This design comes from an exercise in tuning for small area on the open sky130 flow, not from production work. Function was checked by simulation only, so behaviour that the tests miss may differ from the original. The flow treats the clock pin as an ideal source, which a real chip does not have. Power figures rest on the tool's default switching activity, not on a simulated workload.

<file path="flow/flow/run.sh">
#!/bin/bash
# The standard layout with these changes: port buffers chosen per direction
# (flow/pre_gpl.tcl), global placement that is not timing driven, only
# small buffers for the resizer (flow/small_bufs.tcl), and a clock tree of
# clock buffers without dummy balancing loads.
set -uo pipefail
here=$(pwd)
bash standard.sh synth > standard_synth.log 2>&1 || exit 1
bash standard.sh \
  "DONT_BUFFER_PORTS=1" \
  "PRE_GLOBAL_PLACE_TCL=$here/flow/pre_gpl.tcl" \
  "PRE_RESIZE_TCL=$here/flow/small_bufs.tcl" \
  "PRE_CTS_TCL=$here/flow/small_bufs.tcl" \
  "PRE_GLOBAL_ROUTE_TCL=$here/flow/small_bufs.tcl" \
  "CTS_ARGS=-sink_clustering_enable -repair_clock_nets -buf_list sky130_fd_sc_hd__clkbuf_4 -root_buf sky130_fd_sc_hd__clkbuf_8 -dont_use_dummy_load" \
  finish > standard_make.log 2>&1
</file>
<file path="flow/flow/pre_gpl.tcl">
# Runs before global placement: drop the buffers synthesis left in the
# netlist, then give each input port a buf_2 and each output port a buf_1.
remove_buffers
buffer_ports -inputs -buffer_cell sky130_fd_sc_hd__buf_2
buffer_ports -outputs -buffer_cell sky130_fd_sc_hd__buf_1
</file>
<file path="flow/flow/small_bufs.tcl">
set_dont_use {sky130_fd_sc_hd__buf_6 sky130_fd_sc_hd__buf_8 sky130_fd_sc_hd__buf_12 sky130_fd_sc_hd__buf_16 sky130_fd_sc_hd__bufbuf_8 sky130_fd_sc_hd__bufbuf_16}
</file>
<file path="flow/standard.sh">
#!/bin/bash
# synth_recipe.tcl (not shown) runs the flow's synth.tcl, then flattens the netlist and writes it again
# the make line also repeats each setting of config.mk as NAME=value (left out here)
make -C /OpenROAD-flow-scripts/flow DESIGN_CONFIG=/design/flow/config.mk WORK_HOME=/design/flow/orfs CLKGATE_MAP_FILE= SYNTH_SCRIPT=/design/flow/synth_recipe.tcl "${@:-finish}"
</file>
<file path="flow/config.mk">
export PLATFORM = sky130hd
export DESIGN_NAME = fir
export DESIGN_NICKNAME = fir
export VERILOG_FILES = /design/flow/design.v
export SDC_FILE = /design/flow/constraint.sdc
export NUM_CORES = 4
export LEC_CHECK = 0
export CAP_MARGIN = 20
export CELL_PAD_IN_SITES_DETAIL_PLACEMENT = 1
export CELL_PAD_IN_SITES_GLOBAL_PLACEMENT = 1
export CORE_MARGIN = 2
export CORE_UTILIZATION = 40
export GPL_TIMING_DRIVEN = 0
export SLEW_MARGIN = 20
export SYNTH_HIERARCHICAL = 1
</file>
<file path="flow/constraint.sdc">
create_clock -name core_clock -period 12.0 [get_ports {clk}]
set_input_delay 2.4000 -clock core_clock [delete_from_list [all_inputs] [get_ports {clk}]]
set_output_delay 2.4000 -clock core_clock [all_outputs]
set_load 0.01 [all_outputs]
</file>
<file path="flow/design.v">
`timescale 1ns/10ps
module fir(data_out, out_enable, data_in, sample_enable, coef_enable, error, clk, reset);
	output [15:0] data_out;
	output out_enable;
	output error;
	input [7:0] data_in;
	input sample_enable;
	input coef_enable;
	input clk;
	input reset;
	localparam S_RESET  = 3'd0;
	localparam S_C0     = 3'd1;
	localparam S_C1     = 3'd2;
	localparam S_C4     = 3'd5;
	localparam S_FILTER = 3'd6;
	localparam S_ERROR  = 3'd7;
	reg [2:0] state;
	reg primed;
	reg [7:0] c0, c1, c2, c3, c4;
	reg [7:0] x1n, x2n, x3n, x4n;
	wire ce = coef_enable;
	wire se = sample_enable;
	wire st_reset  = (state == S_RESET);
	wire st_filter = (state == S_FILTER);
	wire st_error  = (state == S_ERROR);
	wire st_coeff  = (state != S_RESET) && (state <= S_C4);
	wire st_c0     = (state == S_C0);
	wire read_coef = ce & ~se & ~st_error;
	wire read_samp = se & ~ce & (st_filter | st_c0);
	assign out_enable = st_filter | (st_c0 & ~ce & se);
	assign error = st_error | (st_reset & se) | (st_coeff & ce & se) |
	               (st_coeff & ~st_c0 & ~ce) | (st_filter & ce & se);
	reg [2:0] nstate;
	always @(*) begin
		nstate = state;
		if (error) nstate = S_ERROR;
		else if (read_coef) nstate = !st_coeff ? S_C1 : (state == S_C4 ? S_C0 : state + 3'd1);
		else if (st_c0) nstate = S_FILTER;
	end
	always @(posedge clk or negedge reset)
		if (~reset) begin
			state <= S_RESET;
			primed <= 1'b0;
		end else begin
			state <= nstate;
			if (st_c0 & ~ce) primed <= 1'b1;
		end
	always @(posedge clk)
		if (read_samp | ~primed) begin
			x1n <= read_samp ? ~data_in : 8'hff;
			x2n <= x1n; x3n <= x2n; x4n <= x3n;
		end
	always @(posedge clk)
		if (read_coef) begin
			c0 <= data_in; c1 <= c0; c2 <= c1; c3 <= c2; c4 <= c3;
		end
	wire s0;
	wire k0;
	wire s1;
	wire k1;
	wire s2;
	wire k2;
	wire s3;
	wire k3;
	wire s4;
	wire k4;
	wire s5;
	wire k5;
	wire s6;
	wire k6;
	wire s7;
	wire k7;
	wire e8;
	wire e9;
	wire e10;
	wire p11;
	wire p12;
	wire p14;
	wire p16;
	wire p18;
	wire p20;
	wire p22;
	wire p24;
	wire p26;
	wire p27;
	wire e28;
	wire e29;
	wire e30;
	wire p31;
	wire p32;
	wire p34;
	wire p36;
	wire p38;
	wire p40;
	wire p42;
	wire p44;
	wire p46;
	wire p47;
	wire e48;
	wire e49;
	wire e50;
	wire p51;
	wire p52;
	wire p54;
	wire p56;
	wire p58;
	wire p60;
	wire p62;
	wire p64;
	wire p66;
	wire p67;
	wire e68;
	wire e69;
	wire e70;
	wire p71;
	wire p72;
	wire p74;
	wire p76;
	wire p78;
	wire p80;
	wire p82;
	wire p84;
	wire p86;
	wire p87;
	wire s88;
	wire k88;
	wire s89;
	wire k89;
	wire s90;
	wire k90;
	wire s91;
	wire k91;
	wire s92;
	wire k92;
	wire s93;
	wire k93;
	wire s94;
	wire k94;
	wire s95;
	wire k95;
	wire e96;
	wire e97;
	wire e98;
	wire p99;
	wire p100;
	wire p102;
	wire p104;
	wire p106;
	wire p108;
	wire p110;
	wire p112;
	wire p114;
	wire p115;
	wire e116;
	wire e117;
	wire e118;
	wire p119;
	wire p120;
	wire p122;
	wire p124;
	wire p126;
	wire p128;
	wire p130;
	wire p132;
	wire p134;
	wire p135;
	wire e136;
	wire e137;
	wire e138;
	wire p139;
	wire p140;
	wire p142;
	wire p144;
	wire p146;
	wire p148;
	wire p150;
	wire p152;
	wire p154;
	wire p155;
	wire e156;
	wire e157;
	wire e158;
	wire p159;
	wire p160;
	wire p162;
	wire p164;
	wire p166;
	wire p168;
	wire p170;
	wire p172;
	wire p174;
	wire p175;
	wire s176;
	wire k176;
	wire s177;
	wire k177;
	wire s178;
	wire k178;
	wire s179;
	wire k179;
	wire s180;
	wire k180;
	wire s181;
	wire k181;
	wire s182;
	wire k182;
	wire s183;
	wire k183;
	wire e184;
	wire e185;
	wire e186;
	wire p187;
	wire p188;
	wire p190;
	wire p192;
	wire p194;
	wire p196;
	wire p198;
	wire p200;
	wire p202;
	wire p203;
	wire e204;
	wire e205;
	wire e206;
	wire p207;
	wire p208;
	wire p210;
	wire p212;
	wire p214;
	wire p216;
	wire p218;
	wire p220;
	wire p222;
	wire p223;
	wire e224;
	wire e225;
	wire e226;
	wire p227;
	wire p228;
	wire p230;
	wire p232;
	wire p234;
	wire p236;
	wire p238;
	wire p240;
	wire p242;
	wire p243;
	wire e244;
	wire e245;
	wire e246;
	wire p247;
	wire p248;
	wire p250;
	wire p252;
	wire p254;
	wire p256;
	wire p258;
	wire p260;
	wire p262;
	wire p263;
	wire s264;
	wire k264;
	wire s265;
	wire k265;
	wire s266;
	wire k266;
	wire s267;
	wire k267;
	wire s268;
	wire k268;
	wire s269;
	wire k269;
	wire s270;
	wire k270;
	wire s271;
	wire k271;
	wire e272;
	wire e273;
	wire e274;
	wire p275;
	wire p276;
	wire p278;
	wire p280;
	wire p282;
	wire p284;
	wire p286;
	wire p288;
	wire p290;
	wire p291;
	wire e292;
	wire e293;
	wire e294;
	wire p295;
	wire p296;
	wire p298;
	wire p300;
	wire p302;
	wire p304;
	wire p306;
	wire p308;
	wire p310;
	wire p311;
	wire e312;
	wire e313;
	wire e314;
	wire p315;
	wire p316;
	wire p318;
	wire p320;
	wire p322;
	wire p324;
	wire p326;
	wire p328;
	wire p330;
	wire p331;
	wire e332;
	wire e333;
	wire e334;
	wire p335;
	wire p336;
	wire p338;
	wire p340;
	wire p342;
	wire p344;
	wire p346;
	wire p348;
	wire p350;
	wire p351;
	wire s352;
	wire k352;
	wire s353;
	wire k353;
	wire s354;
	wire k354;
	wire s355;
	wire k355;
	wire s356;
	wire k356;
	wire s357;
	wire k357;
	wire s358;
	wire k358;
	wire s359;
	wire k359;
	wire e360;
	wire e361;
	wire e362;
	wire p363;
	wire p364;
	wire p366;
	wire p368;
	wire p370;
	wire p372;
	wire p374;
	wire p376;
	wire p378;
	wire p379;
	wire e380;
	wire e381;
	wire e382;
	wire p383;
	wire p384;
	wire p386;
	wire p388;
	wire p390;
	wire p392;
	wire p394;
	wire p396;
	wire p398;
	wire p399;
	wire e400;
	wire e401;
	wire e402;
	wire p403;
	wire p404;
	wire p406;
	wire p408;
	wire p410;
	wire p412;
	wire p414;
	wire p416;
	wire p418;
	wire p419;
	wire e420;
	wire e421;
	wire e422;
	wire p423;
	wire p424;
	wire p426;
	wire p428;
	wire p430;
	wire p432;
	wire p434;
	wire p436;
	wire p438;
	wire p439;
	wire s440;
	wire k440;
	wire s441;
	wire k441;
	wire s442;
	wire k442;
	wire s443;
	wire k443;
	wire s444;
	wire k444;
	wire s445;
	wire k445;
	wire s446;
	wire k446;
	wire s447;
	wire k447;
	wire s448;
	wire k448;
	wire s449;
	wire k449;
	wire s450;
	wire k450;
	wire s451;
	wire k451;
	wire s452;
	wire k452;
	wire s453;
	wire k453;
	wire s454;
	wire k454;
	wire s455;
	wire k455;
	wire s456;
	wire k456;
	wire s457;
	wire k457;
	wire s458;
	wire k458;
	wire s459;
	wire k459;
	wire s460;
	wire k460;
	wire s461;
	wire k461;
	wire s462;
	wire k462;
	wire s463;
	wire k463;
	wire s464;
	wire k464;
	wire s465;
	wire k465;
	wire s466;
	wire k466;
	wire s467;
	wire k467;
	wire s468;
	wire k468;
	wire s469;
	wire k469;
	wire s470;
	wire k470;
	wire s471;
	wire k471;
	wire s472;
	wire k472;
	wire s473;
	wire k473;
	wire s474;
	wire k474;
	wire s475;
	wire k475;
	wire s476;
	wire k476;
	wire s477;
	wire k477;
	wire s478;
	wire k478;
	wire s479;
	wire k479;
	wire s480;
	wire k480;
	wire s481;
	wire k481;
	wire s482;
	wire k482;
	wire s483;
	wire k483;
	wire s484;
	wire k484;
	wire s485;
	wire k485;
	wire s486;
	wire k486;
	wire s487;
	wire k487;
	wire s488;
	wire k488;
	wire s489;
	wire k489;
	wire s490;
	wire k490;
	wire s491;
	wire k491;
	wire s492;
	wire k492;
	wire s493;
	wire k493;
	wire s494;
	wire k494;
	wire s495;
	wire k495;
	wire s496;
	wire k496;
	wire s497;
	wire k497;
	wire s498;
	wire k498;
	wire s499;
	wire k499;
	wire s500;
	wire k500;
	wire s501;
	wire k501;
	wire s502;
	wire k502;
	wire s503;
	wire k503;
	wire s504;
	wire k504;
	wire s505;
	wire k505;
	wire s506;
	wire k506;
	wire s507;
	wire k507;
	wire s508;
	wire k508;
	wire s509;
	wire k509;
	wire s510;
	wire k510;
	wire s511;
	wire k511;
	wire s512;
	wire k512;
	wire s513;
	wire k513;
	wire s514;
	wire k514;
	wire s515;
	wire k515;
	wire s516;
	wire k516;
	wire s517;
	wire k517;
	wire s518;
	wire k518;
	wire s519;
	wire k519;
	wire s520;
	wire k520;
	wire s521;
	wire k521;
	wire s522;
	wire k522;
	wire s523;
	wire k523;
	wire s524;
	wire k524;
	wire s525;
	wire k525;
	wire s526;
	wire k526;
	wire s527;
	wire k527;
	wire s528;
	wire k528;
	wire s529;
	wire k529;
	wire s530;
	wire k530;
	wire s531;
	wire k531;
	wire s532;
	wire k532;
	wire s533;
	wire k533;
	wire s534;
	wire k534;
	wire s535;
	wire k535;
	wire s536;
	wire k536;
	wire s537;
	wire k537;
	wire s538;
	wire k538;
	wire s539;
	wire k539;
	wire s540;
	wire k540;
	wire s541;
	wire k541;
	wire s542;
	wire k542;
	wire s543;
	wire k543;
	wire s544;
	wire k544;
	wire s545;
	wire k545;
	wire s546;
	wire k546;
	wire s547;
	wire k547;
	wire s548;
	wire k548;
	wire s549;
	wire k549;
	wire s550;
	wire k550;
	wire s551;
	wire k551;
	wire s552;
	wire k552;
	wire s553;
	wire k553;
	wire s554;
	wire k554;
	wire s555;
	wire k555;
	wire s556;
	wire k556;
	wire s557;
	wire k557;
	wire s558;
	wire k558;
	wire s559;
	wire k559;
	wire s560;
	wire k560;
	wire s561;
	wire k561;
	wire s562;
	wire k562;
	wire s563;
	wire k563;
	wire s564;
	wire k564;
	wire s565;
	wire k565;
	wire s566;
	wire k566;
	wire s567;
	wire k567;
	wire s568;
	wire k568;
	wire s569;
	wire k569;
	wire s570;
	wire k570;
	wire s571;
	wire k571;
	wire s572;
	wire k572;
	wire s573;
	wire k573;
	wire s574;
	wire k574;
	wire s575;
	wire k575;
	wire s576;
	wire k576;
	wire s577;
	wire k577;
	wire s578;
	wire k578;
	wire s579;
	wire k579;
	wire s580;
	wire k580;
	wire s581;
	wire k581;
	wire s582;
	wire k582;
	wire s583;
	wire k583;
	wire s584;
	wire k584;
	wire s585;
	wire k585;
	wire s586;
	wire k586;
	wire s587;
	wire k587;
	wire s588;
	wire k588;
	wire s589;
	wire k589;
	wire s590;
	wire k590;
	wire s591;
	wire k591;
	wire s592;
	wire k592;
	wire s593;
	wire k593;
	wire s594;
	wire k594;
	wire s595;
	wire k595;
	wire s596;
	wire k596;
	wire s597;
	wire k597;
	wire s598;
	wire k598;
	wire s599;
	wire k599;
	wire s600;
	wire k600;
	wire s601;
	wire k601;
	wire s602;
	wire k602;
	wire s603;
	wire k603;
	wire s604;
	wire k604;
	wire s605;
	wire k605;
	wire s606;
	wire k606;
	wire s607;
	wire k607;
	wire s608;
	wire k608;
	wire s609;
	wire k609;
	wire s610;
	wire k610;
	wire s611;
	wire k611;
	wire s612;
	wire k612;
	wire s613;
	wire k613;
	wire s614;
	wire k614;
	wire s615;
	wire k615;
	wire s616;
	wire k616;
	wire s617;
	wire k617;
	wire s618;
	wire k618;
	wire s619;
	wire k619;
	wire s620;
	wire k620;
	wire s621;
	wire k621;
	wire s622;
	wire k622;
	wire s623;
	wire k623;
	wire s624;
	wire k624;
	wire o625;
	wire o626;
	wire o627;
	wire o628;
	wire o629;
	wire o630;
	wire o631;
	wire o632;
	wire o633;
	wire o634;
	fir_ha u0 (c4[1], c4[0], s0, k0);
	fir_fa u1 (c4[2], c4[1], k0, s1, k1);
	fir_fa u2 (c4[3], c4[2], k1, s2, k2);
	fir_fa u3 (c4[4], c4[3], k2, s3, k3);
	fir_fa u4 (c4[5], c4[4], k3, s4, k4);
	fir_fa u5 (c4[6], c4[5], k4, s5, k5);
	fir_fa u6 (c4[7], c4[6], k5, s6, k6);
	fir_ha u7 (c4[7], k6, s7, k7);
	assign e8 = (data_in[0]) & ~(data_in[1]);
	assign e9 = ~(data_in[0]) & (data_in[1]);
	assign e10 = (data_in[0]) & (data_in[1]);
	assign p11 = ~(c4[0] & (data_in[0]));
	fir_sel3 u13 (p12, e8, c4[1], e9, c4[0], e10, s0);
	fir_sel3 u15 (p14, e8, c4[2], e9, c4[1], e10, s1);
	fir_sel3 u17 (p16, e8, c4[3], e9, c4[2], e10, s2);
	fir_sel3 u19 (p18, e8, c4[4], e9, c4[3], e10, s3);
	fir_sel3 u21 (p20, e8, c4[5], e9, c4[4], e10, s4);
	fir_sel3 u23 (p22, e8, c4[6], e9, c4[5], e10, s5);
	fir_sel3 u25 (p24, e8, c4[7], e9, c4[6], e10, s6);
	assign p26 = ~((e9 & c4[7]) | (e10 & s7));
	assign p27 = ~((e10 & k7));
	assign e28 = (data_in[2]) & ~(data_in[3]);
	assign e29 = ~(data_in[2]) & (data_in[3]);
	assign e30 = (data_in[2]) & (data_in[3]);
	assign p31 = ~(c4[0] & (data_in[2]));
	fir_sel3 u33 (p32, e28, c4[1], e29, c4[0], e30, s0);
	fir_sel3 u35 (p34, e28, c4[2], e29, c4[1], e30, s1);
	fir_sel3 u37 (p36, e28, c4[3], e29, c4[2], e30, s2);
	fir_sel3 u39 (p38, e28, c4[4], e29, c4[3], e30, s3);
	fir_sel3 u41 (p40, e28, c4[5], e29, c4[4], e30, s4);
	fir_sel3 u43 (p42, e28, c4[6], e29, c4[5], e30, s5);
	fir_sel3 u45 (p44, e28, c4[7], e29, c4[6], e30, s6);
	assign p46 = ~((e29 & c4[7]) | (e30 & s7));
	assign p47 = ~((e30 & k7));
	assign e48 = (data_in[4]) & ~(data_in[5]);
	assign e49 = ~(data_in[4]) & (data_in[5]);
	assign e50 = (data_in[4]) & (data_in[5]);
	assign p51 = ~(c4[0] & (data_in[4]));
	fir_sel3 u53 (p52, e48, c4[1], e49, c4[0], e50, s0);
	fir_sel3 u55 (p54, e48, c4[2], e49, c4[1], e50, s1);
	fir_sel3 u57 (p56, e48, c4[3], e49, c4[2], e50, s2);
	fir_sel3 u59 (p58, e48, c4[4], e49, c4[3], e50, s3);
	fir_sel3 u61 (p60, e48, c4[5], e49, c4[4], e50, s4);
	fir_sel3 u63 (p62, e48, c4[6], e49, c4[5], e50, s5);
	fir_sel3 u65 (p64, e48, c4[7], e49, c4[6], e50, s6);
	assign p66 = ~((e49 & c4[7]) | (e50 & s7));
	assign p67 = ~((e50 & k7));
	assign e68 = (data_in[6]) & ~(data_in[7]);
	assign e69 = ~(data_in[6]) & (data_in[7]);
	assign e70 = (data_in[6]) & (data_in[7]);
	assign p71 = ~(c4[0] & (data_in[6]));
	fir_sel3 u73 (p72, e68, c4[1], e69, c4[0], e70, s0);
	fir_sel3 u75 (p74, e68, c4[2], e69, c4[1], e70, s1);
	fir_sel3 u77 (p76, e68, c4[3], e69, c4[2], e70, s2);
	fir_sel3 u79 (p78, e68, c4[4], e69, c4[3], e70, s3);
	fir_sel3 u81 (p80, e68, c4[5], e69, c4[4], e70, s4);
	fir_sel3 u83 (p82, e68, c4[6], e69, c4[5], e70, s5);
	fir_sel3 u85 (p84, e68, c4[7], e69, c4[6], e70, s6);
	assign p86 = ~((e69 & c4[7]) | (e70 & s7));
	assign p87 = ~((e70 & k7));
	fir_ha u88 (c3[1], c3[0], s88, k88);
	fir_fa u89 (c3[2], c3[1], k88, s89, k89);
	fir_fa u90 (c3[3], c3[2], k89, s90, k90);
	fir_fa u91 (c3[4], c3[3], k90, s91, k91);
	fir_fa u92 (c3[5], c3[4], k91, s92, k92);
	fir_fa u93 (c3[6], c3[5], k92, s93, k93);
	fir_fa u94 (c3[7], c3[6], k93, s94, k94);
	fir_ha u95 (c3[7], k94, s95, k95);
	assign e96 = (~x1n[0]) & ~(~x1n[1]);
	assign e97 = ~(~x1n[0]) & (~x1n[1]);
	assign e98 = (~x1n[0]) & (~x1n[1]);
	assign p99 = ~(c3[0] & (~x1n[0]));
	fir_sel3 u101 (p100, e96, c3[1], e97, c3[0], e98, s88);
	fir_sel3 u103 (p102, e96, c3[2], e97, c3[1], e98, s89);
	fir_sel3 u105 (p104, e96, c3[3], e97, c3[2], e98, s90);
	fir_sel3 u107 (p106, e96, c3[4], e97, c3[3], e98, s91);
	fir_sel3 u109 (p108, e96, c3[5], e97, c3[4], e98, s92);
	fir_sel3 u111 (p110, e96, c3[6], e97, c3[5], e98, s93);
	fir_sel3 u113 (p112, e96, c3[7], e97, c3[6], e98, s94);
	assign p114 = ~((e97 & c3[7]) | (e98 & s95));
	assign p115 = ~((e98 & k95));
	assign e116 = (~x1n[2]) & ~(~x1n[3]);
	assign e117 = ~(~x1n[2]) & (~x1n[3]);
	assign e118 = (~x1n[2]) & (~x1n[3]);
	assign p119 = ~(c3[0] & (~x1n[2]));
	fir_sel3 u121 (p120, e116, c3[1], e117, c3[0], e118, s88);
	fir_sel3 u123 (p122, e116, c3[2], e117, c3[1], e118, s89);
	fir_sel3 u125 (p124, e116, c3[3], e117, c3[2], e118, s90);
	fir_sel3 u127 (p126, e116, c3[4], e117, c3[3], e118, s91);
	fir_sel3 u129 (p128, e116, c3[5], e117, c3[4], e118, s92);
	fir_sel3 u131 (p130, e116, c3[6], e117, c3[5], e118, s93);
	fir_sel3 u133 (p132, e116, c3[7], e117, c3[6], e118, s94);
	assign p134 = ~((e117 & c3[7]) | (e118 & s95));
	assign p135 = ~((e118 & k95));
	assign e136 = (~x1n[4]) & ~(~x1n[5]);
	assign e137 = ~(~x1n[4]) & (~x1n[5]);
	assign e138 = (~x1n[4]) & (~x1n[5]);
	assign p139 = ~(c3[0] & (~x1n[4]));
	fir_sel3 u141 (p140, e136, c3[1], e137, c3[0], e138, s88);
	fir_sel3 u143 (p142, e136, c3[2], e137, c3[1], e138, s89);
	fir_sel3 u145 (p144, e136, c3[3], e137, c3[2], e138, s90);
	fir_sel3 u147 (p146, e136, c3[4], e137, c3[3], e138, s91);
	fir_sel3 u149 (p148, e136, c3[5], e137, c3[4], e138, s92);
	fir_sel3 u151 (p150, e136, c3[6], e137, c3[5], e138, s93);
	fir_sel3 u153 (p152, e136, c3[7], e137, c3[6], e138, s94);
	assign p154 = ~((e137 & c3[7]) | (e138 & s95));
	assign p155 = ~((e138 & k95));
	assign e156 = (~x1n[6]) & ~(~x1n[7]);
	assign e157 = ~(~x1n[6]) & (~x1n[7]);
	assign e158 = (~x1n[6]) & (~x1n[7]);
	assign p159 = ~(c3[0] & (~x1n[6]));
	fir_sel3 u161 (p160, e156, c3[1], e157, c3[0], e158, s88);
	fir_sel3 u163 (p162, e156, c3[2], e157, c3[1], e158, s89);
	fir_sel3 u165 (p164, e156, c3[3], e157, c3[2], e158, s90);
	fir_sel3 u167 (p166, e156, c3[4], e157, c3[3], e158, s91);
	fir_sel3 u169 (p168, e156, c3[5], e157, c3[4], e158, s92);
	fir_sel3 u171 (p170, e156, c3[6], e157, c3[5], e158, s93);
	fir_sel3 u173 (p172, e156, c3[7], e157, c3[6], e158, s94);
	assign p174 = ~((e157 & c3[7]) | (e158 & s95));
	assign p175 = ~((e158 & k95));
	fir_ha u176 (c2[1], c2[0], s176, k176);
	fir_fa u177 (c2[2], c2[1], k176, s177, k177);
	fir_fa u178 (c2[3], c2[2], k177, s178, k178);
	fir_fa u179 (c2[4], c2[3], k178, s179, k179);
	fir_fa u180 (c2[5], c2[4], k179, s180, k180);
	fir_fa u181 (c2[6], c2[5], k180, s181, k181);
	fir_fa u182 (c2[7], c2[6], k181, s182, k182);
	fir_ha u183 (c2[7], k182, s183, k183);
	assign e184 = (~x2n[0]) & ~(~x2n[1]);
	assign e185 = ~(~x2n[0]) & (~x2n[1]);
	assign e186 = (~x2n[0]) & (~x2n[1]);
	assign p187 = ~(c2[0] & (~x2n[0]));
	fir_sel3 u189 (p188, e184, c2[1], e185, c2[0], e186, s176);
	fir_sel3 u191 (p190, e184, c2[2], e185, c2[1], e186, s177);
	fir_sel3 u193 (p192, e184, c2[3], e185, c2[2], e186, s178);
	fir_sel3 u195 (p194, e184, c2[4], e185, c2[3], e186, s179);
	fir_sel3 u197 (p196, e184, c2[5], e185, c2[4], e186, s180);
	fir_sel3 u199 (p198, e184, c2[6], e185, c2[5], e186, s181);
	fir_sel3 u201 (p200, e184, c2[7], e185, c2[6], e186, s182);
	assign p202 = ~((e185 & c2[7]) | (e186 & s183));
	assign p203 = ~((e186 & k183));
	assign e204 = (~x2n[2]) & ~(~x2n[3]);
	assign e205 = ~(~x2n[2]) & (~x2n[3]);
	assign e206 = (~x2n[2]) & (~x2n[3]);
	assign p207 = ~(c2[0] & (~x2n[2]));
	fir_sel3 u209 (p208, e204, c2[1], e205, c2[0], e206, s176);
	fir_sel3 u211 (p210, e204, c2[2], e205, c2[1], e206, s177);
	fir_sel3 u213 (p212, e204, c2[3], e205, c2[2], e206, s178);
	fir_sel3 u215 (p214, e204, c2[4], e205, c2[3], e206, s179);
	fir_sel3 u217 (p216, e204, c2[5], e205, c2[4], e206, s180);
	fir_sel3 u219 (p218, e204, c2[6], e205, c2[5], e206, s181);
	fir_sel3 u221 (p220, e204, c2[7], e205, c2[6], e206, s182);
	assign p222 = ~((e205 & c2[7]) | (e206 & s183));
	assign p223 = ~((e206 & k183));
	assign e224 = (~x2n[4]) & ~(~x2n[5]);
	assign e225 = ~(~x2n[4]) & (~x2n[5]);
	assign e226 = (~x2n[4]) & (~x2n[5]);
	assign p227 = ~(c2[0] & (~x2n[4]));
	fir_sel3 u229 (p228, e224, c2[1], e225, c2[0], e226, s176);
	fir_sel3 u231 (p230, e224, c2[2], e225, c2[1], e226, s177);
	fir_sel3 u233 (p232, e224, c2[3], e225, c2[2], e226, s178);
	fir_sel3 u235 (p234, e224, c2[4], e225, c2[3], e226, s179);
	fir_sel3 u237 (p236, e224, c2[5], e225, c2[4], e226, s180);
	fir_sel3 u239 (p238, e224, c2[6], e225, c2[5], e226, s181);
	fir_sel3 u241 (p240, e224, c2[7], e225, c2[6], e226, s182);
	assign p242 = ~((e225 & c2[7]) | (e226 & s183));
	assign p243 = ~((e226 & k183));
	assign e244 = (~x2n[6]) & ~(~x2n[7]);
	assign e245 = ~(~x2n[6]) & (~x2n[7]);
	assign e246 = (~x2n[6]) & (~x2n[7]);
	assign p247 = ~(c2[0] & (~x2n[6]));
	fir_sel3 u249 (p248, e244, c2[1], e245, c2[0], e246, s176);
	fir_sel3 u251 (p250, e244, c2[2], e245, c2[1], e246, s177);
	fir_sel3 u253 (p252, e244, c2[3], e245, c2[2], e246, s178);
	fir_sel3 u255 (p254, e244, c2[4], e245, c2[3], e246, s179);
	fir_sel3 u257 (p256, e244, c2[5], e245, c2[4], e246, s180);
	fir_sel3 u259 (p258, e244, c2[6], e245, c2[5], e246, s181);
	fir_sel3 u261 (p260, e244, c2[7], e245, c2[6], e246, s182);
	assign p262 = ~((e245 & c2[7]) | (e246 & s183));
	assign p263 = ~((e246 & k183));
	fir_ha u264 (c1[1], c1[0], s264, k264);
	fir_fa u265 (c1[2], c1[1], k264, s265, k265);
	fir_fa u266 (c1[3], c1[2], k265, s266, k266);
	fir_fa u267 (c1[4], c1[3], k266, s267, k267);
	fir_fa u268 (c1[5], c1[4], k267, s268, k268);
	fir_fa u269 (c1[6], c1[5], k268, s269, k269);
	fir_fa u270 (c1[7], c1[6], k269, s270, k270);
	fir_ha u271 (c1[7], k270, s271, k271);
	assign e272 = (~x3n[0]) & ~(~x3n[1]);
	assign e273 = ~(~x3n[0]) & (~x3n[1]);
	assign e274 = (~x3n[0]) & (~x3n[1]);
	assign p275 = ~(c1[0] & (~x3n[0]));
	fir_sel3 u277 (p276, e272, c1[1], e273, c1[0], e274, s264);
	fir_sel3 u279 (p278, e272, c1[2], e273, c1[1], e274, s265);
	fir_sel3 u281 (p280, e272, c1[3], e273, c1[2], e274, s266);
	fir_sel3 u283 (p282, e272, c1[4], e273, c1[3], e274, s267);
	fir_sel3 u285 (p284, e272, c1[5], e273, c1[4], e274, s268);
	fir_sel3 u287 (p286, e272, c1[6], e273, c1[5], e274, s269);
	fir_sel3 u289 (p288, e272, c1[7], e273, c1[6], e274, s270);
	assign p290 = ~((e273 & c1[7]) | (e274 & s271));
	assign p291 = ~((e274 & k271));
	assign e292 = (~x3n[2]) & ~(~x3n[3]);
	assign e293 = ~(~x3n[2]) & (~x3n[3]);
	assign e294 = (~x3n[2]) & (~x3n[3]);
	assign p295 = ~(c1[0] & (~x3n[2]));
	fir_sel3 u297 (p296, e292, c1[1], e293, c1[0], e294, s264);
	fir_sel3 u299 (p298, e292, c1[2], e293, c1[1], e294, s265);
	fir_sel3 u301 (p300, e292, c1[3], e293, c1[2], e294, s266);
	fir_sel3 u303 (p302, e292, c1[4], e293, c1[3], e294, s267);
	fir_sel3 u305 (p304, e292, c1[5], e293, c1[4], e294, s268);
	fir_sel3 u307 (p306, e292, c1[6], e293, c1[5], e294, s269);
	fir_sel3 u309 (p308, e292, c1[7], e293, c1[6], e294, s270);
	assign p310 = ~((e293 & c1[7]) | (e294 & s271));
	assign p311 = ~((e294 & k271));
	assign e312 = (~x3n[4]) & ~(~x3n[5]);
	assign e313 = ~(~x3n[4]) & (~x3n[5]);
	assign e314 = (~x3n[4]) & (~x3n[5]);
	assign p315 = ~(c1[0] & (~x3n[4]));
	fir_sel3 u317 (p316, e312, c1[1], e313, c1[0], e314, s264);
	fir_sel3 u319 (p318, e312, c1[2], e313, c1[1], e314, s265);
	fir_sel3 u321 (p320, e312, c1[3], e313, c1[2], e314, s266);
	fir_sel3 u323 (p322, e312, c1[4], e313, c1[3], e314, s267);
	fir_sel3 u325 (p324, e312, c1[5], e313, c1[4], e314, s268);
	fir_sel3 u327 (p326, e312, c1[6], e313, c1[5], e314, s269);
	fir_sel3 u329 (p328, e312, c1[7], e313, c1[6], e314, s270);
	assign p330 = ~((e313 & c1[7]) | (e314 & s271));
	assign p331 = ~((e314 & k271));
	assign e332 = (~x3n[6]) & ~(~x3n[7]);
	assign e333 = ~(~x3n[6]) & (~x3n[7]);
	assign e334 = (~x3n[6]) & (~x3n[7]);
	assign p335 = ~(c1[0] & (~x3n[6]));
	fir_sel3 u337 (p336, e332, c1[1], e333, c1[0], e334, s264);
	fir_sel3 u339 (p338, e332, c1[2], e333, c1[1], e334, s265);
	fir_sel3 u341 (p340, e332, c1[3], e333, c1[2], e334, s266);
	fir_sel3 u343 (p342, e332, c1[4], e333, c1[3], e334, s267);
	fir_sel3 u345 (p344, e332, c1[5], e333, c1[4], e334, s268);
	fir_sel3 u347 (p346, e332, c1[6], e333, c1[5], e334, s269);
	fir_sel3 u349 (p348, e332, c1[7], e333, c1[6], e334, s270);
	assign p350 = ~((e333 & c1[7]) | (e334 & s271));
	assign p351 = ~((e334 & k271));
	fir_ha u352 (c0[1], c0[0], s352, k352);
	fir_fa u353 (c0[2], c0[1], k352, s353, k353);
	fir_fa u354 (c0[3], c0[2], k353, s354, k354);
	fir_fa u355 (c0[4], c0[3], k354, s355, k355);
	fir_fa u356 (c0[5], c0[4], k355, s356, k356);
	fir_fa u357 (c0[6], c0[5], k356, s357, k357);
	fir_fa u358 (c0[7], c0[6], k357, s358, k358);
	fir_ha u359 (c0[7], k358, s359, k359);
	assign e360 = (~x4n[0]) & ~(~x4n[1]);
	assign e361 = ~(~x4n[0]) & (~x4n[1]);
	assign e362 = (~x4n[0]) & (~x4n[1]);
	assign p363 = ~(c0[0] & (~x4n[0]));
	fir_sel3 u365 (p364, e360, c0[1], e361, c0[0], e362, s352);
	fir_sel3 u367 (p366, e360, c0[2], e361, c0[1], e362, s353);
	fir_sel3 u369 (p368, e360, c0[3], e361, c0[2], e362, s354);
	fir_sel3 u371 (p370, e360, c0[4], e361, c0[3], e362, s355);
	fir_sel3 u373 (p372, e360, c0[5], e361, c0[4], e362, s356);
	fir_sel3 u375 (p374, e360, c0[6], e361, c0[5], e362, s357);
	fir_sel3 u377 (p376, e360, c0[7], e361, c0[6], e362, s358);
	assign p378 = ~((e361 & c0[7]) | (e362 & s359));
	assign p379 = ~((e362 & k359));
	assign e380 = (~x4n[2]) & ~(~x4n[3]);
	assign e381 = ~(~x4n[2]) & (~x4n[3]);
	assign e382 = (~x4n[2]) & (~x4n[3]);
	assign p383 = ~(c0[0] & (~x4n[2]));
	fir_sel3 u385 (p384, e380, c0[1], e381, c0[0], e382, s352);
	fir_sel3 u387 (p386, e380, c0[2], e381, c0[1], e382, s353);
	fir_sel3 u389 (p388, e380, c0[3], e381, c0[2], e382, s354);
	fir_sel3 u391 (p390, e380, c0[4], e381, c0[3], e382, s355);
	fir_sel3 u393 (p392, e380, c0[5], e381, c0[4], e382, s356);
	fir_sel3 u395 (p394, e380, c0[6], e381, c0[5], e382, s357);
	fir_sel3 u397 (p396, e380, c0[7], e381, c0[6], e382, s358);
	assign p398 = ~((e381 & c0[7]) | (e382 & s359));
	assign p399 = ~((e382 & k359));
	assign e400 = (~x4n[4]) & ~(~x4n[5]);
	assign e401 = ~(~x4n[4]) & (~x4n[5]);
	assign e402 = (~x4n[4]) & (~x4n[5]);
	assign p403 = ~(c0[0] & (~x4n[4]));
	fir_sel3 u405 (p404, e400, c0[1], e401, c0[0], e402, s352);
	fir_sel3 u407 (p406, e400, c0[2], e401, c0[1], e402, s353);
	fir_sel3 u409 (p408, e400, c0[3], e401, c0[2], e402, s354);
	fir_sel3 u411 (p410, e400, c0[4], e401, c0[3], e402, s355);
	fir_sel3 u413 (p412, e400, c0[5], e401, c0[4], e402, s356);
	fir_sel3 u415 (p414, e400, c0[6], e401, c0[5], e402, s357);
	fir_sel3 u417 (p416, e400, c0[7], e401, c0[6], e402, s358);
	assign p418 = ~((e401 & c0[7]) | (e402 & s359));
	assign p419 = ~((e402 & k359));
	assign e420 = (~x4n[6]) & ~(~x4n[7]);
	assign e421 = ~(~x4n[6]) & (~x4n[7]);
	assign e422 = (~x4n[6]) & (~x4n[7]);
	assign p423 = ~(c0[0] & (~x4n[6]));
	fir_sel3 u425 (p424, e420, c0[1], e421, c0[0], e422, s352);
	fir_sel3 u427 (p426, e420, c0[2], e421, c0[1], e422, s353);
	fir_sel3 u429 (p428, e420, c0[3], e421, c0[2], e422, s354);
	fir_sel3 u431 (p430, e420, c0[4], e421, c0[3], e422, s355);
	fir_sel3 u433 (p432, e420, c0[5], e421, c0[4], e422, s356);
	fir_sel3 u435 (p434, e420, c0[6], e421, c0[5], e422, s357);
	fir_sel3 u437 (p436, e420, c0[7], e421, c0[6], e422, s358);
	assign p438 = ~((e421 & c0[7]) | (e422 & s359));
	assign p439 = ~((e422 & k359));
	fir_fa u440 (p187, p275, p363, s440, k440);
	fir_fa u441 (p99, s440, p11, s441, k441);
	fir_fa u442 (p100, p188, p276, s442, k442);
	fir_fa u443 (p364, k440, s442, s443, k443);
	fir_fa u444 (s443, p12, k441, s444, k444);
	fir_fa u445 (p119, p207, p295, s445, k445);
	fir_fa u446 (p383, p102, p190, s446, k446);
	fir_fa u447 (p278, p366, k442, s447, k447);
	fir_fa u448 (s445, s446, s447, s448, k448);
	fir_fa u449 (k443, s448, p14, s449, k449);
	fir_fa u450 (p31, s449, k444, s450, k450);
	fir_fa u451 (p120, p208, p296, s451, k451);
	fir_fa u452 (p384, k445, s451, s452, k452);
	fir_fa u453 (p104, p192, p280, s453, k453);
	fir_fa u454 (p368, k446, k447, s454, k454);
	fir_fa u455 (s452, s453, k448, s455, k455);
	fir_fa u456 (s454, s455, p16, s456, k456);
	fir_fa u457 (p32, k449, s456, s457, k457);
	fir_xor u458 (s457, k450, s458);
	fir_or v458 (s457, k450, k458);
	fir_fa u459 (p139, p227, p315, s459, k459);
	fir_fa u460 (p403, p122, p210, s460, k460);
	fir_fa u461 (p298, p386, k451, s461, k461);
	fir_fa u462 (s459, s460, s461, s462, k462);
	fir_fa u463 (k452, p106, p194, s463, k463);
	fir_fa u464 (p282, p370, k453, s464, k464);
	fir_fa u465 (k454, s462, s463, s465, k465);
	fir_fa u466 (s464, k455, p18, s466, k466);
	fir_fa u467 (p34, p51, s465, s467, k467);
	fir_fa u468 (k456, s466, s467, s468, k468);
	fir_fa u469 (k457, s468, k458, s469, k469);
	fir_fa u470 (p140, p228, p316, s470, k470);
	fir_fa u471 (p404, k459, s470, s471, k471);
	fir_fa u472 (p124, p212, p300, s472, k472);
	fir_fa u473 (p388, k460, k461, s473, k473);
	fir_fa u474 (s471, s472, k462, s474, k474);
	fir_fa u475 (s473, p108, p196, s475, k475);
	fir_fa u476 (p284, p372, k463, s476, k476);
	fir_fa u477 (k464, s474, p20, s477, k477);
	fir_fa u478 (p36, p52, k465, s478, k478);
	fir_fa u479 (s475, s476, k466, s479, k479);
	fir_fa u480 (s477, s478, k467, s480, k480);
	fir_fa u481 (s479, k468, s480, s481, k481);
	fir_xor u482 (s481, k469, s482);
	fir_or v482 (s481, k469, k482);
	fir_fa u483 (p159, p247, p335, s483, k483);
	fir_fa u484 (p423, p142, p230, s484, k484);
	fir_fa u485 (p318, p406, k470, s485, k485);
	fir_fa u486 (s483, s484, s485, s486, k486);
	fir_fa u487 (k471, p126, p214, s487, k487);
	fir_fa u488 (p302, p390, k472, s488, k488);
	fir_fa u489 (k473, s486, s487, s489, k489);
	fir_fa u490 (s488, k474, p38, s490, k490);
	fir_fa u491 (p54, p71, p110, s491, k491);
	fir_fa u492 (p198, p22, p286, s492, k492);
	fir_fa u493 (p374, k475, k476, s493, k493);
	fir_fa u494 (s489, k477, s490, s494, k494);
	fir_fa u495 (s491, k478, s492, s495, k495);
	fir_fa u496 (s493, k479, s494, s496, k496);
	fir_fa u497 (k480, s495, s496, s497, k497);
	fir_fa u498 (k481, s497, k482, s498, k498);
	fir_fa u499 (p160, p248, p336, s499, k499);
	fir_fa u500 (p424, k483, s499, s500, k500);
	fir_fa u501 (p144, p232, p320, s501, k501);
	fir_fa u502 (p408, k484, k485, s502, k502);
	fir_fa u503 (s500, s501, k486, s503, k503);
	fir_fa u504 (s502, p128, p216, s504, k504);
	fir_fa u505 (p304, p392, k487, s505, k505);
	fir_fa u506 (k488, s503, p40, s506, k506);
	fir_fa u507 (p56, p72, k489, s507, k507);
	fir_fa u508 (s504, s505, k490, s508, k508);
	fir_fa u509 (p112, p200, p24, s509, k509);
	fir_fa u510 (p288, p376, k491, s510, k510);
	fir_fa u511 (s506, k492, k493, s511, k511);
	fir_fa u512 (s507, k494, s508, s512, k512);
	fir_fa u513 (s509, s510, k495, s513, k513);
	fir_fa u514 (s511, k496, s512, s514, k514);
	fir_fa u515 (s513, k497, s514, s515, k515);
	fir_xor u516 (s515, k498, s516);
	fir_or v516 (s515, k498, k516);
	fir_fa u517 (p162, p250, p338, s517, k517);
	fir_fa u518 (p426, k499, s517, s518, k518);
	fir_fa u519 (k500, p146, p234, s519, k519);
	fir_fa u520 (p322, p410, k501, s520, k520);
	fir_fa u521 (k502, s518, s519, s521, k521);
	fir_fa u522 (s520, k503, p58, s522, k522);
	fir_fa u523 (p74, p130, p218, s523, k523);
	fir_fa u524 (p306, p394, p42, s524, k524);
	fir_fa u525 (k504, k505, s521, s525, k525);
	fir_fa u526 (k506, s522, k507, s526, k526);
	fir_fa u527 (s523, s524, p114, s527, k527);
	fir_fa u528 (p202, p26, p290, s528, k528);
	fir_fa u529 (p378, s525, k508, s529, k529);
	fir_fa u530 (k509, k510, k511, s530, k530);
	fir_fa u531 (s526, s527, s528, s531, k531);
	fir_fa u532 (s529, k512, s530, s532, k532);
	fir_fa u533 (k513, s531, k514, s533, k533);
	fir_fa u534 (s532, s533, k515, s534, k534);
	fir_xor u535 (s534, k516, s535);
	fir_or v535 (s534, k516, k535);
	fir_fa u536 (p164, p252, p340, s536, k536);
	fir_fa u537 (p428, k517, k518, s537, k537);
	fir_fa u538 (s536, p148, p236, s538, k538);
	fir_fa u539 (p324, p412, k519, s539, k539);
	fir_fa u540 (k520, s537, p60, s540, k540);
	fir_fa u541 (p76, k521, s538, s541, k541);
	fir_fa u542 (s539, k522, p132, s542, k542);
	fir_fa u543 (p220, p308, p396, s543, k543);
	fir_fa u544 (p44, s540, k523, s544, k544);
	fir_fa u545 (k524, p115, p203, s545, k545);
	fir_fa u546 (p27, p291, p379, s546, k546);
	fir_fa u547 (k525, s541, s542, s547, k547);
	fir_fa u548 (s543, k526, s544, s548, k548);
	fir_fa u549 (k527, k528, s545, s549, k549);
	fir_fa u550 (s546, k529, k530, s550, k550);
	fir_fa u551 (s547, s548, k531, s551, k551);
	fir_fa u552 (s549, s550, k532, s552, k552);
	fir_fa u553 (s551, k533, s552, s553, k553);
	fir_fa u554 (k534, s553, k535, s554, k554);
	fir_fa u555 (p166, p254, p342, s555, k555);
	fir_fa u556 (p430, k536, k537, s556, k556);
	fir_fa u557 (s555, p78, p150, s557, k557);
	fir_fa u558 (p238, p326, p414, s558, k558);
	fir_fa u559 (p62, k538, k539, s559, k559);
	fir_fa u560 (s556, k540, s557, s560, k560);
	fir_fa u561 (s558, k541, s559, s561, k561);
	fir_fa u562 (p134, p222, p310, s562, k562);
	fir_fa u563 (p398, p46, k542, s563, k563);
	fir_fa u564 (k543, k544, s560, s564, k564);
	fir_fa u565 (k545, k546, s561, s565, k565);
	fir_fa u566 (s562, s563, k547, s566, k566);
	fir_fa u567 (k548, s564, k549, s567, k567);
	fir_fa u568 (s565, k550, s566, s568, k568);
	fir_fa u569 (k551, s567, k552, s569, k569);
	fir_fa u570 (s568, s569, k553, s570, k570);
	fir_xor u571 (s570, k554, s571);
	fir_or v571 (s570, k554, k571);
	fir_fa u572 (p168, p256, p344, s572, k572);
	fir_fa u573 (p432, k555, p80, s573, k573);
	fir_fa u574 (k556, s572, p152, s574, k574);
	fir_fa u575 (p240, p328, p416, s575, k575);
	fir_fa u576 (p64, k557, s573, s576, k576);
	fir_fa u577 (k558, k559, p135, s577, k577);
	fir_fa u578 (p223, p311, p399, s578, k578);
	fir_fa u579 (p47, s574, k560, s579, k579);
	fir_fa u580 (s575, s576, k561, s580, k580);
	fir_fa u581 (s577, k562, s578, s581, k581);
	fir_fa u582 (k563, k564, s579, s582, k582);
	fir_fa u583 (s580, k565, s581, s583, k583);
	fir_fa u584 (k566, s582, k567, s584, k584);
	fir_fa u585 (s583, k568, s584, s585, k585);
	fir_fa u586 (k569, s585, k570, s586, k586);
	fir_xor u587 (s586, k571, s587);
	fir_or v587 (s586, k571, k587);
	fir_fa u588 (p170, p258, p346, s588, k588);
	fir_fa u589 (p434, p82, k572, s589, k589);
	fir_fa u590 (k573, s588, s589, s590, k590);
	fir_fa u591 (p154, p242, p330, s591, k591);
	fir_fa u592 (p418, p66, k574, s592, k592);
	fir_fa u593 (k575, k576, k577, s593, k593);
	fir_fa u594 (k578, s590, s591, s594, k594);
	fir_fa u595 (s592, k579, s593, s595, k595);
	fir_fa u596 (k580, k581, s594, s596, k596);
	fir_fa u597 (k582, s595, k583, s597, k597);
	fir_fa u598 (s596, k584, s597, s598, k598);
	fir_fa u599 (k585, s598, k586, s599, k599);
	fir_xor u600 (s599, k587, s600);
	fir_or v600 (s599, k587, k600);
	fir_fa u601 (p172, p260, p348, s601, k601);
	fir_fa u602 (p436, p84, k588, s602, k602);
	fir_fa u603 (k589, p155, p243, s603, k603);
	fir_fa u604 (p331, p419, p67, s604, k604);
	fir_fa u605 (s601, s602, k590, s605, k605);
	fir_fa u606 (k591, s603, s604, s606, k606);
	fir_fa u607 (k592, k593, s605, s607, k607);
	fir_fa u608 (k594, s606, k595, s608, k608);
	fir_fa u609 (s607, k596, s608, s609, k609);
	fir_fa u610 (k597, s609, k598, s610, k610);
	fir_fa u611 (s610, k599, k600, s611, k611);
	fir_fa u612 (p174, p262, p350, s612, k612);
	fir_fa u613 (p438, p86, k601, s613, k613);
	fir_fa u614 (k602, k603, k604, s614, k614);
	fir_fa u615 (s612, s613, k605, s615, k615);
	fir_fa u616 (k606, s614, s615, s616, k616);
	fir_fa u617 (k607, k608, s616, s617, k617);
	fir_fa u618 (k609, s617, k610, s618, k618);
	fir_fa u619 (p175, p263, p351, s619, k619);
	fir_fa u620 (p439, p87, k612, s620, k620);
	fir_fa u621 (s619, k613, k614, s621, k621);
	fir_fa u622 (s620, k615, s621, s622, k622);
	fir_fa u623 (k616, s622, k617, s623, k623);
	fir_xor u624 (s623, k618, s624);
	fir_or v624 (s623, k618, k624);
	assign o625 = ~s441;
	assign o626 = ~s444;
	assign o627 = ~s450;
	assign o628 = ~s469;
	assign o629 = ~s498;
	assign o630 = ~s554;
	assign o631 = ~s611;
	assign o632 = ~s618;
	assign o633 = o632 ^ ~k611;
	assign o634 = s624 ^ (~k611 & o632);
	assign data_out = {o634, o633, o631, s600, s587, s571, o630, s535, s516, o629, s482, o628, s458, o627, o626, o625};
endmodule
module fir_fa(input a, input b, input c, output s, output co);
	assign s = a ^ b ^ c;
	assign co = (a & b) | (c & (a ^ b));
endmodule
module fir_sel3(output y, input s1, input a1, input s2, input a2, input s3, input a3);
	assign y = ~((s1 & a1) | (s2 & a2) | (s3 & a3));
endmodule
module fir_xnor(input a, input b, output y);
	assign y = ~(a ^ b);
endmodule
module fir_xor(input a, input b, output y);
	assign y = a ^ b;
endmodule
module fir_or(input a, input b, output y);
	assign y = a | b;
endmodule
module fir_ha(input a, input b, output s, output co);
	assign s = a ^ b;
	assign co = a & b;
endmodule
</file>
==> impl_metrics.ini <==
[die]
die_area_um2 = 24500
die_w_um = 156
ios = 30
start_util_pct = 40.9
coreArea_um2 = 22700
die_h_um = 156
rows = 55

[yosys]
synth_top_family_by_area = adder cells
synthSimpleGateAreaFrac_pct = 8.54
ys.flop_type = edfxtp_1
synthXorXnorAreaFrac_pct = 0.848
syn_area_um2 = 9300
synth_compound_gate_area_share_pct = 16.1
yosysWarnings = 7
synthDistinctLibCells = 32
syn_area_per_cell_um2 = 14.2
synth_nets = 887
synth_mux_area_share_pct = 2.21
ys_async_sr_fraction_pct = 5.26
synth_edf_count = 72
synth_cells = 656
synthAdderAreaFrac_pct = 46.2
ys_seq_elements = 76
ys_seq_area_share_pct = 24.3

[hold_path]
hold_path_class = reg2reg
hold_end = primed
hold_start = primed
min_path_cells = 1

[drt]
route.met2.wl_mm = 15.7
drt_iter0_drc = 1645
postRouteAntennaNets = 0
drc = 0
drt_first_pass_iters = 11
wl_met3_mm = 3.24
wl_per_cell_um = 34.5
met1_length_mm = 12.3
viasPerCell = 7.18
via_count = 6925
routed_wl_mm = 33.2
highest_layer = met4

[final_layout]
final_common_cell = fa_1
fin_area_um2 = 9790
antenna_cells = 0
drive_gt1_share_pct = 7.22
final_cell_mix = fa_1, a222oi_1, edfxtp_1
final_nets = 912
fin_util_pct = 43.1
area_growth_pct = 5.33

[place]
numPortBuffers = 29
routabilityCongestion = 1.04
place_hpwl_mm = 27.7
placed_cell_area_um2 = 9670

[timing]
rsz0062_at_grt = false
period_needed_ps = 11590
slew_headroom_pct = 29.9
fmax_mhz = 86.3
setup_viol = 0
hold_viol = 0
whs_ps = 525
slew_viol_final = 0
post-route-period-util_pct = 96.6
worst_pin_slew_ps = 1050
fin_setup_tns_ps = 0
final.setup_skew_ps = 27.7

[power]
p_seq_share_pct = 46.1
comb_power_share_pct = 28.3
p_switching_mw = 0.198
p_per_area_nw_per_um2 = 64.2
leakage_nw = 2.37
max-vdd-ir-drop_mv = 0.0683
cellInternalPower_mw = 0.430
p_clk_share_pct = 25.6
swShare_pct = 31.5
p_total_mw = 0.628

[clock_network]
clk_latency_ps = 380
cts_made_buffers = 9
cts.reportedPaths.clkPinSlew_ps = 90
cts_resized = 0
cts_setup_buffers = 0
postCtsHoldBufs = 0
cts_tree = built
cts.sinks = 76

[setup_path]
worst-setup-path-type = reg2out
worstRegToRegCells = 5
reg2reg_slack_ps = 9300
critPathMostFrequentCell = fa_1
endpoint_kind = output pin
startpoint_type = flip-flop
cpPeakStageDelay_ps = 830
critPathSlowestCell = a222oi_1
cp_data_arrival_time_ps = 9190
r2r-start = state[2]
crit_path_cell_trace = ha_1 -> fa_1 -> fa_1 -> fa_1 -> fa_1 -> fa_1 -> a222oi_1 -> fa_1 -> fa_1 -> fa_1 -> fa_1 -> fa_1 -> or2_1 -> fa_1 -> or2_1 -> or2_1 -> or2_1 -> fa_1 -> inv_1 -> ha_1 -> xor2_1 -> buf_1
r2r-end = x3n[3]
cp.depth = 22
cp_top_family = adder cells
worstPathMaxFanout = 10
crit_buf_inv = 2
cp.required_ps = 9600

[global_routing]
grt_max_degree = 29
antenna_found_initial = 0
grtUsageTotal_pct = 28.8
grt_overflow = 0
grt_pass1_vias = 7422
grt_pass1_wl_mm = 49.7

[flow_run]
cap_violations = 0

[outcome]
status = complete, no violations
## Yosys cell counts (all sizes together) (2+ instances only)
library cell / number / area [um2]
buf: 17 / 125
and2: 4 / 25.0
mux2: 4 / 45.0
nor2b: 40 / 250
nand2: 40 / 150
a222oi: 140 / 1400
inv: 12 / 45.0
nor2: 19 / 71.3
dfrtp: 4 / 100
ha: 12 / 150
fa: 207 / 4140
edfxtp: 72 / 2160
mux2i: 16 / 160
xor2: 9 / 78.8
or2: 24 / 150
a21oi: 2 / 13.8
o21ai: 5 / 25.0
o31ai: 2 / 15.0
nand2b: 18 / 113
## final cells by class
cell class	count	area, um2
Sequential cell	76	2260
Multi-Input combinational cell	551	6870
Timing Repair Buffer	31	138
Clock buffer	9	124
Inverter	12	45.0
Fill cell	2314	12900
Tap cell	285	357
## how the worst max path moves through the flow
| stage | start | end | slack [ps] |
|---|---|---|---|
| 3_3_place_gp | c1[1] | data_out[15] | 960 |
| 3_5_place_dp | c1[1] | data_out[15] | 880 |
| 4_1_cts | c1[1] | data_out[15] | 430 |
| 5_1_grt | c2[0] | data_out[15] | 80 |
| 6_report | c2[0] | data_out[15] | 410 |
| 2_1_floorplan | c3[1] | data_out[15] | 1720 |
## cells by family after synthesis
group / Yosys count
buffers and inverters: 29
multiplexers: 20
XOR/XNOR: 9
AO/OA/AOI/OAI: 153
AND/OR/NAND/NOR: 150
flip-flops: 76
adder cells (fa/ha/maj): 219
## stage by stage
step / worst slack [ps] / instances
2_1_floorplan: 1720 / 656
3_3_place_gp: 962 / 953
3_5_place_dp: 880 / 955
4_1_cts: 427 / 964
5_1_grt: 83.2 / 964
6_report: 408 / 964
## per-layer routing
metal	up-vias	track usage [%]
li1	2683	-
met1	3663	38.3
met2	483	45.8
met3	96	4.54
met4	0	14.8
met5	-	0
## power by group through the flow
stage	registers (mW)	clock network (mW)	logic, mW
final	0.290	0.161	0.178
after global routing	0.290	0.174	0.207
after CTS	0.290	0.166	0.183
after detailed placement	0.296	0	0.182
after global placement	0.296	0	0.177
after floorplan	0.295	0	0.170
## registers in the layout (all words and copies together), names as in the netlist
name and flops:
x1n 8, c0 8, x3n 8, primed 1, c3 8, x4n 8, c2 8, c1 8
state 3, c4 8, x2n 8
## per-module statistics from Yosys, one instance, submodules excluded
| module | flip-flops and latches | cell area (um2) | cells inside |
|---|---|---|---|
| fir | 76 | 3510 | 284 |
| fir_fa | 0 | 20.0 | 1 |
| fir_ha | 0 | 12.5 | 1 |
| fir_sel3 | 0 | 10.0 | 1 |
| fir_xor | 0 | 8.76 | 1 |
| fir_or | 0 | 6.26 | 1 |

==> static timing again, ports no longer ideal <==
No port has a modelled driver above. Below, the same layout with a new extraction and two added sets of constraints. Step 1 assumes that a clkbuf_16 drives the clock port and a buf_2 every other input. Step 2 times the ports against the registers' clock, not the clock port: input delays grow and output delays shrink by t, the midpoint of the rising clock arrivals with the driver on. Slacks: no drivers / after step 1 / after step 2; pairs: no drivers / after step 1.
shift t [ns]: 0.409
setup WS [ns]: 0.408 / 0.366 / 0.775
worst hold slack (ns): 0.525 / 0.525 / 0.525
After both steps setup and hold are still met in this run. For this run, drivers alone change the setup slack by -0.042 ns; drivers and shift together by +0.367 ns.
